This is an optimization exercise on Yosys and OpenROAD, whose aim is small area, not a production implementation.
In this exercise RTL edits were held to simulation tests only and were not proved equivalent to the original.
The clock port is modelled as an ideal driver; clocking choices that lean on that would not hold on a real chip.
Power figures rest on the tool's default switching activity, not on a simulated workload.

lane 1:
// whack_a_mole
module whack_a_mole(
    input clk,
    input rst,
    input [7:0] sw,
    input start,
    input reset_btn,
    input difficulty_btn,
    input left,
    input down,
    output [7:0] led,
    output [7:0] seg,
    output [3:0] an,
    output speaker
    );
Size: about 140 flip-flops, about 36 I/O pins, ~6400 sq um of cells after synthesis.
clock: 10.0 ns
lec_check: 0
cap_margin: 20
core_margin: 2
core_utilization: 70
place_density: 0.8
slew_margin: 20
standard.sh (not shown) runs the stock make flow with config.mk's settings and CLKGATE_MAP_FILE= SYNTH_SCRIPT=/design/flow/synth_recipe.tcl, a recipe that flattens the netlist after the stock synthesis.
==> flow/flow/run.sh <==
#!/bin/bash
# Layout flow: the standard flow (standard.sh: the standard synthesis and
# ORFS steps, unchanged), with three changes to how the layout is made:
#  - the port buffers are buf_1 instead of ORFS's default choice;
#  - CTS uses clkbuf_4 (root clkbuf_8) and no dummy loads;
#  - after CTS, post_cts.tcl gives the clock buffers whose flip-flop clock
#    pins would see a slow slew a clkbuf_8 instead, and legalizes again.
# Each tool's full output goes to standard.log (and ORFS's own logs under
# orfs/logs).
set -e
export BUFFER_PORTS_ARGS="-buffer_cell sky130_fd_sc_hd__buf_1"
export CTS_ARGS="-sink_clustering_enable -repair_clock_nets -dont_use_dummy_load -root_buf sky130_fd_sc_hd__clkbuf_8 -buf_list sky130_fd_sc_hd__clkbuf_4"
export POST_CTS_TCL="$PWD/flow/post_cts.tcl"
bash standard.sh > standard.log 2>&1
==> flow/flow/post_cts.tcl <==
# After CTS: give each clock buffer that drives flip-flop clock pins with a
# slow slew the next larger clock buffer, then legalize the placement again.
proc my_fix_clock_slew { limit_ns } {
  estimate_parasitics -placement
  set changed 0
  foreach inst [get_cells clkbuf_*] {
    set cell [get_property [get_lib_cells -of_objects $inst] name]
    if { $cell != "sky130_fd_sc_hd__clkbuf_4" } { continue }
    set worst 0
    foreach pin [get_pins -of_objects [get_nets -of_objects [get_pins [get_name $inst]/X]] -filter "direction == input"] {
      set s [get_property $pin slew_max]
      if { $s > $worst } { set worst $s }
    }
    if { $worst > $limit_ns } {
      replace_cell $inst sky130_fd_sc_hd__clkbuf_8
      incr changed
    }
  }
  puts "my_fix_clock_slew: $changed clock buffers upsized"
  return $changed
}
if { [my_fix_clock_slew 0.110] > 0 } {
  detailed_placement
  check_placement -verbose
  estimate_parasitics -placement
}
What lane 2 does differently from lane 1 at the input level:
==> flow/flow/run.sh <==
#!/bin/bash
# Layout flow: the standard flow (standard.sh, unchanged synthesis and
# steps), with smaller port buffers and a clock tree without dummy loads.
set -e
cp standard.sh standard.sh.copy
export BUFFER_PORTS_ARGS="-buffer_cell sky130_fd_sc_hd__buf_1"
export CTS_ARGS="-sink_clustering_enable -repair_clock_nets -dont_use_dummy_load -buf_list sky130_fd_sc_hd__clkbuf_8"
bash standard.sh > standard.log 2>&1
removed: flow/flow/post_cts.tcl
==> summary.txt <==
Post-route cell area deteriorates in lane 2 relative to lane 1.
Compared to lane 1, the routing of lane 2 uses more wire.
NOTE total power consumption of the routed design lane 1->lane 2 increased by a few percent
Across lane 1 and lane 2, the outcome is the same: a clean finish for every run.
On switching share of power: lane 2 sits below lane 1.
On transition time of the tightest slew-check pin, lane 1 and lane 2 are basically level.
Diff lane 1 -> lane 2: total of clock buffers placed in the layout neither gained nor lost much; core occupancy in the finished layout up 0.78 points; met2 wire length barely changed.
Setup changes, lane 2 to lane 3
- PLACE_DENSITY changed from 0.8 to 0.9
- CORE_UTILIZATION changed from 70 to 85
--- a/flow/flow/run.sh
+++ b/flow/flow/run.sh
@@ -7 +7 @@
-export CTS_ARGS="-sink_clustering_enable -repair_clock_nets -dont_use_dummy_load -buf_list sky130_fd_sc_hd__clkbuf_8"
+export CTS_ARGS="-sink_clustering_enable -repair_clock_nets -dont_use_dummy_load -root_buf sky130_fd_sc_hd__clkbuf_8 -buf_list sky130_fd_sc_hd__clkbuf_8"
Findings:
On lane 3: routed length on met1 is 250 microns higher than what lane 2 gave. Taking lane 2 as the reference point, the headroom to the max-slew limit of lane 3 rises by 4.2 points. Lane 3 and lane 2 ended up with roughly the same sequential cell area share. Comparing lane 3 against lane 2, there is no change at all in count of cell instances traversed by the critical path. Relative to lane 2, the detailed-route via count of lane 3 is higher by about 13%. Comparing lane 3 against lane 2, there is no change at all in synthesized area. Lane 3 ends up with a post-detailed-routing wire length that is about 30% higher than in lane 2. Changes observed in lane 3 relative to lane 2: non-clock buffering overhead in the final layout saw little to no change; power consumption saw an increase; setup slack saw a decrease; fraction of standard cell area in multi-input logic saw little to no change.

whack_a_mole again, from the RTL that the note above started with.
## whack_a_mole
module whack_a_mole(
    input clk,
    input rst,
    input [7:0] sw,
    input start,
    input reset_btn,
    input difficulty_btn,
    input left,
    input down,
    output [7:0] led,
    output [7:0] seg,
    output [3:0] an,
    output speaker
    );
clock: 10.0 ns
lec_check: 0
cap_margin: 20
core_margin: 2
core_utilization: 70
place_density: 0.8
slew_margin: 20
==> flow/flow/run.sh <==
#!/bin/bash
# Layout flow: the standard flow (standard.sh, unchanged synthesis and
# steps), with smaller port buffers and a clock tree without dummy loads.
set -e
cp standard.sh standard.sh.copy
export BUFFER_PORTS_ARGS="-buffer_cell sky130_fd_sc_hd__buf_1"
export CTS_ARGS="-sink_clustering_enable -repair_clock_nets -dont_use_dummy_load -root_buf sky130_fd_sc_hd__clkbuf_16 -buf_list sky130_fd_sc_hd__clkbuf_16 -sink_buffer_max_cap_derate 0.5 -sink_clustering_size 50 -sink_clustering_max_diameter 100"
bash standard.sh > standard.log 2>&1
Edit:
==> flow/flow/run.sh (replaced) <==
#!/bin/bash
# Layout flow: the standard flow (standard.sh, unchanged synthesis and
# steps), with smaller port buffers and a clock tree without dummy loads.
set -e
cp standard.sh standard.sh.copy
export BUFFER_PORTS_ARGS="-buffer_cell sky130_fd_sc_hd__buf_1"
export CTS_ARGS="-sink_clustering_enable -repair_clock_nets -dont_use_dummy_load -root_buf sky130_fd_sc_hd__clkbuf_8 -buf_list sky130_fd_sc_hd__clkbuf_8 -sink_buffer_max_cap_derate 0.3 -sink_clustering_size 30 -sink_clustering_max_diameter 60"
bash standard.sh > standard.log 2>&1
Result: Setup slack is worse by 18 ps; via count is about the same; sequential power stays flat.

==> static timing again, ports no longer ideal <==
In the flow no input, the clock included, has a driving cell. The finished layouts below were timed again as built, in two steps. Step 1, drivers: a clkbuf_16 drives clk and a buf_2 each remaining input, both assumed. Step 2 adds t to the input delays and takes it off the output delays; t is the mean of the earliest and latest rising clock arrival at the registers after step 1. Input paths then give back, and output paths get back, about the clock's delay inside the block. Slacks: no drivers / after step 1 / after step 2; pairs: no drivers / after step 1.
run	t, ns	setup WS [ns]	hold WS [ns]	worst slew at a driven data input, ns	pins driven straight from the clock port
lane 1	0.438	6.083 / 6.050 / 5.881	0.410 / 0.410 / 0.410	0.04	1
lane 2	0.455	6.086 / 6.052 / 5.876	0.410 / 0.410 / 0.410	0.05	1
lane 3	0.473	5.969 / 5.938 / 5.818	0.418 / 0.418 / 0.418	0.06	1
the first run of note 2	0.444	6.104 / 6.065 / 5.882	0.409 / 0.409 / 0.409	0.04	1
the second run of note 2	0.455	6.086 / 6.052 / 5.876	0.410 / 0.410 / 0.410	0.05	1
After both steps every run listed still meets setup and hold. For the first run of note 2, which loses most, drivers alone change the setup slack by -0.039 ns; drivers and shift together by -0.222 ns.
